Background: an optimization exercise with open tools, aiming at small area, a short achievable clock period and few clock cycles. Do not read the settings as production practice.
The RTL was checked by simulation tests, not by an equivalence proof against the original design.
Power and IR drop assume default switching activity.

red:
==> flow/design.v <==
`timescale 1ns/1ps
module rf_read32 (
input  [31:0] sel,
input  [31:0] d,
output        y
);
wire [10:0] n;
genvar g;
generate
	for (g = 0; g < 10; g = g + 1) begin : grp
		rf_aoi3 u (.s(sel[3*g+2:3*g]), .d(d[3*g+2:3*g]), .y(n[g]));
	end
endgenerate
rf_aoi2 u10 (.s(sel[31:30]), .d(d[31:30]), .y(n[10]));
assign y = ~&n;
endmodule
module rf_aoi3 (
input  [2:0] s,
input  [2:0] d,
output       y
);
assign y = ~|(s & d);
endmodule
module rf_aoi2 (
input  [1:0] s,
input  [1:0] d,
output       y
);
assign y = ~|(s & d);
endmodule
`timescale 1ns/1ps
module regfile(
input clk,
input [4:0] readReg1, readReg2, writeReg,
input [31:0] writeData,
input  write,
output [31:0] readData1, readData2
);
reg [31:0] Registers [0:31];
always @(posedge clk)
	if (write) Registers[writeReg] <= writeData;
reg [31:0] sel1, sel2;
reg [31:0] col [0:31];		 
integer r, b;
always @(*) begin
	for (r = 0; r < 32; r = r + 1) begin
		sel1[r] = (readReg1 == r);
		sel2[r] = (readReg2 == r);
	end
	for (b = 0; b < 32; b = b + 1)
		for (r = 0; r < 32; r = r + 1)
			col[b][r] = Registers[r][b];
end
genvar gb;
generate
	for (gb = 0; gb < 32; gb = gb + 1) begin : bit_
		rf_read32 p1 (.sel(sel1), .d(col[gb]), .y(readData1[gb]));
		rf_read32 p2 (.sel(sel2), .d(col[gb]), .y(readData2[gb]));
	end
endgenerate
endmodule
`timescale 1ns/1ps
module datapath
#(	parameter [31:0] INITIAL_PC = 32'h00400000
)
(
input clk, rst,
input [31:0] instr, dReadData,
output reg [31:0] PC,
output reg MemRead, MemWrite,
output reg [31:0] dAddress, dWriteData
);
reg        iv;           
reg [12:0] fa;           
reg [31:0] ir;
reg        dv;           
reg [31:0] ea, eb;
reg [13:0] eimm;
reg        brp;          
reg [4:0]  erd;
reg        ewe, eld, est, ebr, euimm;
reg        esub, esel_add, esel_slt, esel_xor, esel_or, esel_and, esel_sh, esh_left, esh_arith;
reg [31:0] m1res;       
reg [4:0]  m1rd, m2rd;
reg        m1we, m1ld, m2we, m2ld;
reg [31:0] m2res;
wire [6:0] op  = ir[6:0];
wire [2:0] f3  = ir[14:12];
wire [4:0] rs1 = ir[19:15];
wire [4:0] rs2 = ir[24:20];
wire [4:0] rd  = ir[11:7];
wire isR  = (op == 7'b0110011);
wire isI  = (op == 7'b0010011);
wire isLW = (op == 7'b0000011);
wire isSW = (op == 7'b0100011);
wire isBR = (op == 7'b1100011);
wire isA  = isR | isI;
wire d_we  = isA | isLW;
wire d_rs2 = isR | isSW | isBR;
wire [12:0] immb = {ir[31], ir[7], ir[30:25], ir[11:8], 1'b0};
wire [13:0] d_imm = isBR ? ({immb[12], immb} - 14'd12)
                  : isSW ? {{2{ir[31]}}, ir[31:25], ir[11:7]}
                  :        {{2{ir[31]}}, ir[31:20]};
wire [31:0] wdata = m2ld ? dReadData : m2res;
wire [31:0] rd1, rd2;
regfile regfile1 (.clk(clk), .readReg1(rs1), .readReg2(rs2), .writeReg(m2rd),
		  .writeData(wdata), .write(m2we), .readData1(rd1), .readData2(rd2));
wire [31:0] d_a = (m1we && m1rd == rs1) ? m1res : (m2we && m2rd == rs1) ? wdata : rd1;
wire [31:0] d_b = (m1we && m1rd == rs2) ? m1res : (m2we && m2rd == rs2) ? wdata : rd2;
wire hz = dv & ((eld  & (erd  == rs1 || (d_rs2 && erd  == rs2)))
              | (m1ld & (m1rd == rs1 || (d_rs2 && m1rd == rs2))));
wire [31:0] a   = ea;
wire [31:0] b   = eb;
wire [31:0] op2 = euimm ? {{18{eimm[13]}}, eimm} : b;
wire [31:0] result;
wire [31:0] bx  = esub ? ~op2 : op2;
wire [31:0] sum = p0 ^ cy;
wire        lt  = (a[31] ^ op2[31]) ? a[31] : sum[31];
wire [31:0] x   = a ^ op2;
wire [31:0] g0 = a & bx;
wire [31:0] p0 = a ^ bx;
reg  [31:0] g, p, cy;
integer i, d;
always @(*) begin
	g = g0;
	p = p0;
	for (d = 1; d < 32; d = d * 2)
		for (i = 2*d-1; i < 32; i = i + 2*d) begin
			g[i] = g[i] | (p[i] & g[i-d]);
			p[i] = p[i] & p[i-d];
		end
	for (d = 8; d >= 1; d = d / 2)
		for (i = 3*d-1; i < 32; i = i + 2*d) begin
			g[i] = g[i] | (p[i] & g[i-d]);
			p[i] = p[i] & p[i-d];
		end
	cy[0] = esub;
	for (i = 1; i < 32; i = i + 1) cy[i] = g[i-1] | (p[i-1] & esub);
end
reg  [31:0] ain, sr, shout;
always @(*) begin
	for (i = 0; i < 32; i = i + 1) ain[i] = esh_left ? a[31-i] : a[i];
	sr = $unsigned($signed({esh_arith & a[31], ain}) >>> op2[4:0]);
	for (i = 0; i < 32; i = i + 1) shout[i] = esh_left ? sr[31-i] : sr[i];
end
assign result = ({32{esel_add}} & sum)
              | ({32{esel_slt}} & {31'b0, lt})
              | ({32{esel_xor}} & x)
              | ({32{esel_or}}  & (a | op2))
              | ({32{esel_and}} & (a & op2))
              | ({32{esel_sh}}  & shout);
wire jmp      = dv & isBR & (rs1 == rs2);
wire [13:0] jmp_off = {immb[12], immb} - 14'd8;
wire        ijmp;
wire [12:0] pc_next;
wire taken    = ebr & (a == b);
wire redirect = taken | brp | hz | jmp | ijmp;
wire d_go     = dv & ~(taken | brp | hz | jmp);
wire [13:0] pc_off = brp ? eimm : hz ? -14'd8 : jmp ? jmp_off : 14'd4;
wire [31:0] pc_nx  = PC + {{18{pc_off[13]}}, pc_off};
fetch_jmp fj (.instr(instr), .fa(fa), .pc_mid(PC[12:2]),
	.live(iv & ~brp & ~hz & ~(dv & isBR)), .pc_nx(pc_nx[12:0]), .ijmp(ijmp), .pc_next(pc_next));
wire fwa = ewe && erd == rs1;
wire fwb = ewe && erd == rs2;
always @(posedge clk) begin
	if (rst) PC <= INITIAL_PC;
	else if (!taken) PC <= {pc_nx[31:13], pc_next};	 
	fa <= PC[12:0];
	brp <= ~rst & taken;
	iv <= ~rst & ~redirect;
	dv <= ~rst & iv & ~redirect;
	ir <= instr;
	ewe  <= ~rst & d_go & d_we;
	eld  <= ~rst & d_go & isLW;
	est  <= ~rst & d_go & isSW;
	ebr  <= ~rst & d_go & isBR;
	euimm <= isI | isLW | isSW;
	esub     <= isR & ((f3 == 3'b000 & ir[30]) | f3 == 3'b010) | isI & f3 == 3'b010;
	esel_add <= isA & f3 == 3'b000 | isLW | isSW;
	esel_slt <= isA & f3 == 3'b010;
	esel_xor <= isA & f3 == 3'b100;
	esel_or  <= isA & f3 == 3'b110;
	esel_and <= isA & f3 == 3'b111;
	esel_sh  <= isA & f3[1:0] == 2'b01;
	esh_left <= ~f3[2];
	esh_arith <= ir[30];
	if (!taken) eimm <= d_imm;
	erd  <= rd;
	ea   <= fwa ? result : d_a;
	eb   <= fwb ? result : d_b;
	dAddress   <= result;
	m1res      <= result;
	dWriteData <= b;
	MemRead    <= ~rst & eld;
	MemWrite   <= ~rst & est;
	m1we <= ~rst & ewe;
	m1ld <= ~rst & eld;
	m1rd <= erd;
	m2we  <= ~rst & m1we;
	m2ld  <= m1ld;
	m2rd  <= m1rd;
	m2res <= m1res;
end
endmodule
module fetch_jmp (
input  [31:0] instr,
input  [12:0] fa,	 
input  [12:2] pc_mid,
input         live,	 
input  [12:0] pc_nx,
output        ijmp,
output [12:0] pc_next
);
wire [12:0] iimm = {instr[31], instr[7], instr[30:25], instr[11:8], 1'b0};
wire [12:0] ilo  = fa + iimm;
assign ijmp = live & (instr[6:0] == 7'b1100011) & (instr[19:15] == instr[24:20])
            & (fa[12] == instr[31]) & (|pc_mid) & ~(&pc_mid);
assign pc_next = ijmp ? ilo : pc_nx;
endmodule
`timescale 1ns/1ps
module multicycle
#(	parameter [31:0] INITIAL_PC = 32'h00400000
)
(
input clk, rst,
input [31:0] instr, dReadData,
output MemRead, MemWrite,
output [31:0] PC, dAddress, dWriteData
);
datapath #(INITIAL_PC) datapath1 (.clk(clk), .rst(rst), .instr(instr), .dReadData(dReadData),
	.PC(PC), .MemRead(MemRead), .MemWrite(MemWrite), .dAddress(dAddress), .dWriteData(dWriteData));
endmodule
clock: 20.0 ns
lec_check: 0
cap_margin: 20
core_margin: 2
core_utilization: 45
cts_cluster_diameter: 100
cts_cluster_size: 30
place_density: 0.65
slew_margin: 20
synth_hierarchical: 1
standard.sh (not shown) runs the stock make flow with config.mk's settings and CLKGATE_MAP_FILE= SYNTH_SCRIPT=/design/flow/synth_recipe.tcl, a recipe that flattens the netlist after the stock synthesis.
==> flow/flow/run.sh <==
#!/bin/bash
set -euo pipefail
work=$(pwd)
export POST_GLOBAL_PLACE_TCL=$work/flow/io_buffers.tcl
export SETUP_SLACK_MARGIN=14.6
bash standard.sh synth > "$work/flow_synth.log" 2>&1
bash standard.sh finish > "$work/flow_layout.log" 2>&1
==> flow/flow/io_buffers.tcl <==
# Sourced after global placement (POST_GLOBAL_PLACE_TCL). Swap each port
# buffer for a plain buffer: buf_4 on inputs, buf_2 on outputs.
set nswap 0
foreach inst [[ord::get_db_block] getInsts] {
  if { [[$inst getMaster] getName] ne "sky130_fd_sc_hd__clkdlybuf4s50_1" } { continue }
  set to ""
  foreach it [$inst getITerms] {
    set net [$it getNet]
    if { $net eq "NULL" || [llength [$net getBTerms]] == 0 } { continue }
    if { [$it isInputSignal] } { set to sky130_fd_sc_hd__buf_4 } else { set to sky130_fd_sc_hd__buf_2 }
  }
  if { $to ne "" } {
    replace_cell [$inst getName] $to
    incr nswap
  }
}
puts "io_buffers: swapped $nswap port buffers"
Testbench counts of red, summed over its fixed seeds: cycles 14,546.
Input changes introduced in blue (baseline for comparison: red):
- PLACE_DENSITY now 0.6, was 0.65
- CORE_UTILIZATION now 40, was 45
Findings:
- Between blue and red, the final total power figures differ only marginally.
- In the metrics for blue and red, the one carrying the higher total iterations of the first detailed-routing run is blue.
- | cell count of the worst reg-to-reg path | lower: red |
- When the final numbers for blue and red were put side by side, the part of the power in combinational logic turned out to be smaller in red.
- Lower non-clock buffer count was reported by blue, not red.
## Diff of input files: green against blue
- CTS_CLUSTER_DIAMETER now 60, was 100
### Flow results
- Summary — global-route usage, green relative to blue: higher, by 0.38 points.
- green reports its end point of the critical path as dAddress[10] while blue reports PC[5].
- There was hardly any difference in maximum clock frequency between blue and green.
- Summary of green over blue: sum of met2 wire segment lengths after detailed routing now sits higher, sequential share of cell area lower, detailed-placement wirelength estimate did not really move.
- Clock network area share: green > blue
- The number of hold violations in the final report was comparable across green and blue.

========
old:
multicycle, a different RTL version from the one above (not shown whole).
Size in the first run: roughly 5400 cells after synthesis, roughly 1300 flip-flops, roughly 160 I/O pins, roughly 0.063 mm2 of cells after synthesis.
Settings: LEC_CHECK=0, CAP_MARGIN=20, CORE_MARGIN=2, CORE_UTILIZATION=40, PLACE_DENSITY=0.6, SLEW_MARGIN=20; clock period 20.0 ns.
==> flow/flow/run.sh <==
#!/bin/bash
set -euo pipefail
work=$(pwd)
export POST_GLOBAL_PLACE_TCL=$work/flow/io_buffers.tcl
bash standard.sh synth > "$work/flow_synth.log" 2>&1
bash standard.sh finish > "$work/flow_layout.log" 2>&1
Scripts as last shown in full above: flow/flow/io_buffers.tcl
Testbench counts of old, summed over its fixed seeds: cycles 14,924.
## Diff of input files: new against old
==> flow/run.sh (new file) <==
#!/bin/bash
# synth_recipe.tcl (not shown) runs the flow's synth.tcl, then flattens the netlist and writes it again
# the make line also repeats each setting of config.mk as NAME=value (left out here)
make -C /OpenROAD-flow-scripts/flow DESIGN_CONFIG=/design/flow/config.mk WORK_HOME=/design/flow/orfs CLKGATE_MAP_FILE= SYNTH_SCRIPT=/design/flow/synth_recipe.tcl finish
removed: flow/flow/run.sh
removed: flow/flow/io_buffers.tcl
removed: flow/standard.sh
--- outcome ---
~same design internal power in old and new
Compared with old, in new layout buffer count excluding clock buffers shrank by 1; worst setup slack shrank by 0.42 ns; number of buffers inserted for hold repair after clock tree synthesis barely changed; total met2 wirelength after detailed routing now larger; flip-flop and latch share of the layout cell area went down by 0.42 points.

========
Setup of run X:
multicycle, a different RTL version from the one above (not shown whole).
Size: ~4400 cells after synthesis, roughly 1300 flip-flops, about 60000 um2 of cells after synthesis.
==> flow/config.mk <==
export PLATFORM = sky130hd
export DESIGN_NAME = multicycle
export DESIGN_NICKNAME = multicycle
export VERILOG_FILES = /design/flow/design.v
export SDC_FILE = /design/flow/constraint.sdc
export NUM_CORES = 4
export LEC_CHECK = 0
export CAP_MARGIN = 20
export CORE_MARGIN = 2
export CORE_UTILIZATION = 40
export CTS_CLUSTER_DIAMETER = 100
export CTS_CLUSTER_SIZE = 30
export PLACE_DENSITY = 0.6
export SLEW_MARGIN = 20
export SYNTH_HIERARCHICAL = 1
==> flow/constraint.sdc <==
create_clock -name core_clock -period 20.0 [get_ports {clk}]
set_input_delay 4.0000 -clock core_clock [delete_from_list [all_inputs] [get_ports {clk}]]
set_output_delay 4.0000 -clock core_clock [all_outputs]
set_load 0.01 [all_outputs]
==> flow/flow/run.sh <==
#!/bin/bash
set -euo pipefail
work=$(pwd)
export POST_GLOBAL_PLACE_TCL=$work/flow/io_buffers.tcl
export SETUP_SLACK_MARGIN=14.75
bash standard.sh synth > "$work/flow_synth.log" 2>&1
bash standard.sh finish > "$work/flow_layout.log" 2>&1
==> flow/flow/io_buffers.tcl <==
# Sourced after global placement (POST_GLOBAL_PLACE_TCL). Swap each port
# buffer for a plain buffer: buf_4 on inputs, buf_2 on outputs.
set nswap 0
foreach inst [[ord::get_db_block] getInsts] {
  if { [[$inst getMaster] getName] ne "sky130_fd_sc_hd__clkdlybuf4s50_1" } { continue }
  set to ""
  foreach it [$inst getITerms] {
    set net [$it getNet]
    if { $net eq "NULL" || [llength [$net getBTerms]] == 0 } { continue }
    if { [$it isInputSignal] } { set to sky130_fd_sc_hd__buf_4 } else { set to sky130_fd_sc_hd__buf_2 }
  }
  if { $to ne "" } {
    replace_cell [$inst getName] $to
    incr nswap
  }
}
puts "io_buffers: swapped $nswap port buffers"
Run X did not stop at any stage, and its layout met the timing, design-rule and antenna checks.
Testbench counts of run X, summed over its fixed seeds: cycles 14,546.
[inputs] run B vs run X
==> flow/flow/run.sh <==
#!/bin/bash
set -euo pipefail
work=$(pwd)
export POST_GLOBAL_PLACE_TCL=$work/flow/io_buffers.tcl
export SETUP_SLACK_MARGIN=14.6
bash standard.sh synth > "$work/flow_synth.log" 2>&1
bash standard.sh finish > "$work/flow_layout.log" 2>&1
==> comparison <==
- Between run B and run X, the clock group total power figures differ only marginally.
- Higher hold slack among run X and run B: run X
- Compared with run X, run B is the less power-hungry design.
- Changes observed in run B relative to run X: final cycle utilization of the critical path neither gained nor lost much; worst setup slack picked up an extra 0.020 ns; routed length on met3 lost 2.8%; actual transition at the worst max-transition pin lost 0.090 ns.
- Post-synthesis to final-layout area growth: lower on run B
- Compared with run X, run B shows number of global-route vias before repair lower by about 0.7%.
- On met3 track demand over resource in global routing: run B sits below run X.

-- separate check: timing with driven ports --
No port has a modelled driver above. Below, the same layouts with a new extraction and two added sets of constraints. Step 1 (the two cells are an assumption about what drives the block):
set clk [get_ports {clk}]
set_driving_cell -lib_cell sky130_fd_sc_hd__clkbuf_16 $clk
set_driving_cell -lib_cell sky130_fd_sc_hd__buf_2 [delete_from_list [all_inputs] $clk]
Step 2 times the ports against the registers' clock, not the clock port: input delays grow and output delays shrink by t, the midpoint of the rising clock arrivals with the driver on. Three values: no drivers, after step 1, after step 2; two values: the first two.
run | t, ns | setup slack, ns | hold slack, ns | worst setup path after step 2 | pins driven straight from the clock port
red | 0.795 | 14.496 / 14.520 / 13.755 | 0.363 / 0.363 / 0.363 | input to register | 1
blue | 0.801 | 14.631 / 14.552 / 14.026 | 0.356 / 0.356 / 0.356 | input to register | 1
green | 0.834 | 14.640 / 14.548 / 14.039 | 0.364 / 0.364 / 0.364 | input to register | 1
old | 0.883 | 14.367 / 14.285 / 13.574 | 0.370 / 0.370 / 0.370 | input to register | 1
new | 0.881 | 13.946 / 13.865 / 13.272 | 0.370 / 0.370 / 0.370 | input to register | 1
run X | 0.805 | 14.617 / 14.634 / 13.870 | 0.409 / 0.409 / 0.409 | input to register | 1
run B | 0.785 | 14.637 / 14.575 / 13.904 | 0.391 / 0.391 / 0.391 | input to register | 1
After both steps every run listed still meets setup and hold. The setup slack of old, which loses most, moves by -0.082 ns with the drivers and by -0.793 ns with both steps.
